From an optimization exercise on the open Yosys and OpenROAD flow, aimed at a short achievable clock period and few clock cycles; shortcuts taken in it are not production practice.
In this exercise RTL edits were held to simulation tests only and were not proved equivalent to the original.
Power is estimated from default activity; no workload was simulated.

## JK
==> flow/design.v <==
module cpu(
    input clk,
    input nrst,
    output halt,
    output bit1_cp2,
    output bit2_cp3,
    output [2:0] io_address,
    output [7:0] dataout,
    input skip_flag,
    input clearacc,
    input [7:0] datain,
    output [11:0] address,
    output [11:0] write_data,
    output write_enable,
    output mem_load,
    input [11:0] read_data,
    input mem_ready
);
reg s_fetch;    
reg s_ptr;      
reg s_oprd;     
reg s_write;    
reg s_iotf;     
reg s_halt;
reg p_none;
reg p_and;
reg p_tad;
reg p_clr;      
reg [11:0] pc;
reg [11:0] ir;
reg [11:0] ac;
reg l;
reg [11:0] md;
reg sk;
reg [11:0] addr_r;
reg [11:0] wd_r;
reg w_ac;
reg we_r;
reg ml_r;
reg [2:0] io_r;
assign address = addr_r;
assign write_data = w_ac ? ac : wd_r;
assign write_enable = we_r;
assign mem_load = ml_r;
assign halt = s_halt;
assign io_address = io_r;
assign dataout = ac[7:0];
assign bit1_cp2 = ir[1];
assign bit2_cp3 = ir[2];
wire cla = ir[7], cll = ir[6], cma = ir[5], cml = ir[4], iac = ir[0];
reg m_inc, m_neg, m_one;
wire [11:0] s1 = (ac & {12{~cla}}) ^ {12{cma}};
wire s1l = (l & ~cll) ^ cml;
wire [12:0] c;
assign c[0] = iac;
genvar gi;
generate
    for (gi = 1; gi <= 12; gi = gi + 1) begin : g_carry
        assign c[gi] = (m_inc & (&ac[gi-1:0])) | (m_neg & ~(|ac[gi-1:0])) | m_one;
    end
endgenerate
wire [12:0] s3 = {s1l, s1} ^ c;
reg q_none, q_rar, q_rtr, q_ral, q_rtl, q_bsw;
wire [12:0] g1 = ({13{q_none}} & s3)
               | ({13{q_rar}} & {s3[0], s3[12:1]})
               | ({13{q_rtr}} & {s3[1:0], s3[12:2]})
               | ({13{q_ral}} & {s3[11:0], s3[12]})
               | ({13{q_rtl}} & {s3[10:0], s3[12:11]})
               | ({13{q_bsw}} & {s3[12], s3[5:0], s3[11:6]});
wire [12:0] tad_sum = {l, ac} + {1'b0, md};
wire [11:0] ac_iot = clearacc ? {4'b0000, datain} : (ac | {4'b0000, datain});
wire [12:0] lac_v = ({13{p_none}} & {l, ac})
                  | ({13{p_and}} & {l, ac & md})
                  | ({13{p_tad}} & tad_sum)
                  | g1
                  | ({13{p_clr}} & {l, 12'd0})
                  | ({13{s_iotf}} & {l, ac_iot});
wire [11:0] ac_v = lac_v[11:0];
wire [11:0] pc1 = pc + 12'd1;
reg t_sma, t_sza, t_snl, t_inv;
reg t_iot;
wire g2skip = ((t_sma & ac[11]) | (t_sza & ~(|ac)) | (t_snl & l)) ^ t_inv;
wire squash = (t_iot & skip_flag) | g2skip;
wire fetchc = s_fetch | s_iotf;
wire [11:0] I = read_data;
wire [2:0] op = I[11:9];
wire [11:0] ea = {I[7] ? pc[11:7] : 5'b00000, I[6:0]};
wire take = fetchc & mem_ready & ~squash;
always @(posedge clk) begin
    if (!nrst) begin
        l <= 1'b0;
        ac <= 12'd0;
    end else
        {l, ac} <= lac_v;
end
always @(posedge clk) begin
    if (!nrst)
        ir <= 12'd0;
    else if (take)
        ir <= I;
end
always @(posedge clk) begin
    if (!nrst) begin
        q_none <= 1'b0;
        q_rar <= 1'b0;
        q_rtr <= 1'b0;
        q_ral <= 1'b0;
        q_rtl <= 1'b0;
        q_bsw <= 1'b0;
        m_inc <= 1'b0;
        m_neg <= 1'b0;
        m_one <= 1'b0;
    end else begin
        q_none <= n_g1 & ((I[3:1] == 3'b000) | (I[3:1] == 3'b110) | (I[3:1] == 3'b111));
        q_rar <= n_g1 & (I[3:1] == 3'b100);
        q_rtr <= n_g1 & (I[3:1] == 3'b101);
        q_ral <= n_g1 & (I[3:1] == 3'b010);
        q_rtl <= n_g1 & (I[3:1] == 3'b011);
        q_bsw <= n_g1 & (I[3:1] == 3'b001);
        m_inc <= I[0] & ~I[7] & ~I[5];
        m_neg <= I[0] & ~I[7] & I[5];
        m_one <= I[0] & I[7] & I[5];
    end
end
always @(posedge clk)
    if (s_oprd) begin
        md <= read_data;
        sk <= &read_data;
    end
always @(posedge clk) begin
    if (fetchc | s_ptr)
        wd_r <= pc1;
    else if (s_oprd)
        wd_r <= read_data + 12'd1;
end
always @(posedge clk) begin
    if (!nrst)
        io_r <= 3'd0;
    else if (take && op == 3'd6)
        io_r <= I[8:6];
    else
        io_r <= 3'd0;
end
always @(posedge clk) begin
    if (!nrst) begin
        addr_r <= 12'd0;
        pc <= 12'd0;
    end else if (fetchc) begin
        if (squash) begin
            addr_r <= pc1;
            pc <= pc1;
        end else if (mem_ready) begin
            addr_r <= (I[11] & I[10]) ? pc1 : ea;
            if (I[11] & I[10])
                pc <= pc1;
            else if (op == 3'd5 && !I[8])
                pc <= ea;
        end
    end else if (s_ptr) begin
        if (mem_ready) begin
            addr_r <= read_data;
            if (ir[11:9] == 3'd5)
                pc <= read_data;
        end
    end else if (s_oprd) begin
        if (mem_ready && !ir[10]) begin
            addr_r <= pc1;
            pc <= pc1;
        end
    end else if (s_write) begin
        if (mem_ready) begin
            if (ir[11]) begin
                addr_r <= addr_r + 12'd1;
                pc <= addr_r + 12'd1;
            end else if (ir[10:9] == 2'b10 && sk) begin
                addr_r <= pc + 12'd2;
                pc <= pc + 12'd2;
            end else begin
                addr_r <= pc1;
                pc <= pc1;
            end
        end
    end
end
reg n_fetch, n_ptr, n_oprd, n_write, n_iotf, n_halt;
reg n_and, n_tad, n_g1, n_clr, n_g2, n_dca;
always @* begin
    n_fetch = 1'b0; n_ptr = 1'b0; n_oprd = 1'b0; n_write = 1'b0; n_iotf = 1'b0; n_halt = 1'b0;
    n_and = 1'b0; n_tad = 1'b0; n_g1 = 1'b0; n_clr = 1'b0; n_g2 = 1'b0; n_dca = 1'b0;
    if (fetchc) begin
        if (!take)
            n_fetch = 1'b1;
        else case (op)
        3'd0, 3'd1, 3'd2: begin
            n_ptr = I[8];
            n_oprd = ~I[8];
        end
        3'd3: begin
            n_ptr = I[8];
            n_write = ~I[8];
            n_dca = ~I[8];
        end
        3'd4: begin
            n_ptr = I[8];
            n_write = ~I[8];
        end
        3'd5: begin
            n_ptr = I[8];
            n_fetch = ~I[8];
        end
        3'd6: begin
            n_iotf = (I[8:6] != 3'd0);
            n_fetch = (I[8:6] == 3'd0);
        end
        default: begin
            if (!I[8]) begin
                n_fetch = 1'b1;
                n_g1 = 1'b1;
            end else if (!I[0]) begin
                n_g2 = 1'b1;
                n_clr = I[7];
                n_halt = I[1];
                n_fetch = ~I[1];
            end else
                n_fetch = 1'b1;
        end
        endcase
    end else if (s_ptr) begin
        if (!mem_ready)
            n_ptr = 1'b1;
        else case (ir[11:9])
        3'd3: begin
            n_write = 1'b1;
            n_dca = 1'b1;
        end
        3'd4: n_write = 1'b1;
        3'd5: n_fetch = 1'b1;
        default: n_oprd = 1'b1;
        endcase
    end else if (s_oprd) begin
        if (!mem_ready)
            n_oprd = 1'b1;
        else if (ir[10])
            n_write = 1'b1;    
        else begin
            n_fetch = 1'b1;
            n_tad = ir[9];
            n_and = ~ir[9];
        end
    end else if (s_write) begin
        n_write = ~mem_ready;
        n_dca = ~mem_ready & w_ac;
        n_clr = mem_ready & w_ac;
        n_fetch = mem_ready;
    end else
        n_halt = 1'b1;
end
always @(posedge clk) begin
    if (!nrst) begin
        s_fetch <= 1'b1;
        s_ptr <= 1'b0;
        s_oprd <= 1'b0;
        s_write <= 1'b0;
        s_iotf <= 1'b0;
        s_halt <= 1'b0;
        p_none <= 1'b1;
        p_and <= 1'b0;
        p_tad <= 1'b0;
        p_clr <= 1'b0;
        t_sma <= 1'b0;
        t_sza <= 1'b0;
        t_snl <= 1'b0;
        t_inv <= 1'b0;
        t_iot <= 1'b0;
        we_r <= 1'b0;
        w_ac <= 1'b0;
        ml_r <= 1'b1;
    end else begin
        s_fetch <= n_fetch;
        s_ptr <= n_ptr;
        s_oprd <= n_oprd;
        s_write <= n_write;
        s_iotf <= n_iotf;
        s_halt <= n_halt;
        p_and <= n_and;
        p_tad <= n_tad;
        p_clr <= n_clr;
        t_sma <= n_g2 & I[6];
        t_sza <= n_g2 & I[5];
        t_snl <= n_g2 & I[4];
        t_inv <= n_g2 & I[3];
        t_iot <= n_iotf & I[0];
        p_none <= ~(n_and | n_tad | n_g1 | n_clr | n_iotf);
        we_r <= n_write;
        w_ac <= n_dca;
        ml_r <= ~n_halt;
    end
end
endmodule
export LEC_CHECK = 0
export CAP_MARGIN = 20
export CORE_MARGIN = 2
export CORE_UTILIZATION = 40
export SETUP_SLACK_MARGIN = 4.0
export SLEW_MARGIN = 20
export TNS_END_PERCENT = 100
create_clock -name core_clock -period 6.5 [get_ports {clk}]
standard.sh (not shown) runs the stock make flow with config.mk's settings and CLKGATE_MAP_FILE= SYNTH_SCRIPT=/design/flow/synth_recipe.tcl, a recipe that flattens the netlist after the stock synthesis.
==> flow/flow/run.sh <==
#!/bin/bash
# Layout: the standard synthesis and layout, with two resizer settings
# changed: ports get a plain buf_6 instead of the smallest buffer (a slow
# delay cell in this library), and the resizer may swap cells across
# footprints (the platform's default ties each cell to its own footprint).
set -euo pipefail
bash standard.sh synth > synth.log 2>&1
bash standard.sh MATCH_CELL_FOOTPRINT=0 "BUFFER_PORTS_ARGS=-buffer_cell sky130_fd_sc_hd__buf_6" finish > layout.log 2>&1
Testbench counts of JK, summed over its fixed seeds: cycles 135,783.
Modified inputs, MS compared to JK
--- a/flow/design.v
+++ b/flow/design.v
@@ -36,13 +36,13 @@
 reg [11:0] wd_r;
 reg w_ac;
 reg we_r;
 reg ml_r;
 reg [2:0] io_r;
 assign address = addr_r;
-assign write_data = w_ac ? ac : wd_r;
+assign write_data = ({12{w_ac}} & ac) | wd_r;
 assign write_enable = we_r;
 assign mem_load = ml_r;
 assign halt = s_halt;
 assign io_address = io_r;
 assign dataout = ac[7:0];
 assign bit1_cp2 = ir[1];
@@ -125,14 +125,16 @@
 always @(posedge clk)
     if (s_oprd) begin
         md <= read_data;
         sk <= &read_data;
     end
 always @(posedge clk) begin
-    if (fetchc | s_ptr)
-        wd_r <= pc1;
+    if (fetchc)
+        wd_r <= I[11] ? pc1 : 12'd0;
+    else if (s_ptr)
+        wd_r <= ir[11] ? pc1 : 12'd0;
     else if (s_oprd)
         wd_r <= read_data + 12'd1;
 end
 always @(posedge clk) begin
     if (!nrst)
         io_r <= 3'd0;
--- outcome ---
Compared with JK, in MS area after synthesis flat, part of the cycle the worst path needs decreased 2.3 points, DRC marker count from the first detailed-route iteration went down about 2.4%, die area has remained practically unchanged, half-perimeter wire length of the detailed placement result lost 81 µm.
Worst setup slack improves in MS relative to JK.
Compared with JK, MS shows a lower total vias in the final route.
Worst slack on hold paths on MS is behind JK.
Compared to JK, MS has leakage component of the power about 4.6% lower.
Any difference in number of sequential cells between MS and JK is small enough to ignore.
Testbench counts of MS, summed over its fixed seeds: cycles 135,783.

[re-timing with driven ports]
The flow's constraints put no driver on any port. The routed layouts listed below were extracted and timed again, unchanged, in two steps. Step 1 (the two cells are an assumption about what drives the block):
set clk [get_ports {clk}]
set_driving_cell -lib_cell sky130_fd_sc_hd__clkbuf_16 $clk
set_driving_cell -lib_cell sky130_fd_sc_hd__buf_2 [delete_from_list [all_inputs] $clk]
Step 2 adds t to the input delays and takes it off the output delays; t is the mean of the earliest and latest rising clock arrival at the registers after step 1. Input paths then give back, and output paths get back, about the clock's delay inside the block. Three values: ideal ports, drivers, drivers and shift; two values: the first two.
run	shift t [ns]	setup WS [ns]	worst setup path after step 2	worst data-port slew with drivers (ns)	pins driven straight from the clock port
JK	0.402	3.859 / 3.815 / 3.532	input to register	0.11	1
MS	0.398	4.007 / 3.964 / 3.637	input to register	0.05	1
After both steps setup and hold are still met in every run listed. The setup slack of MS, which loses most, moves by -0.043 ns with the drivers and by -0.370 ns with both steps.
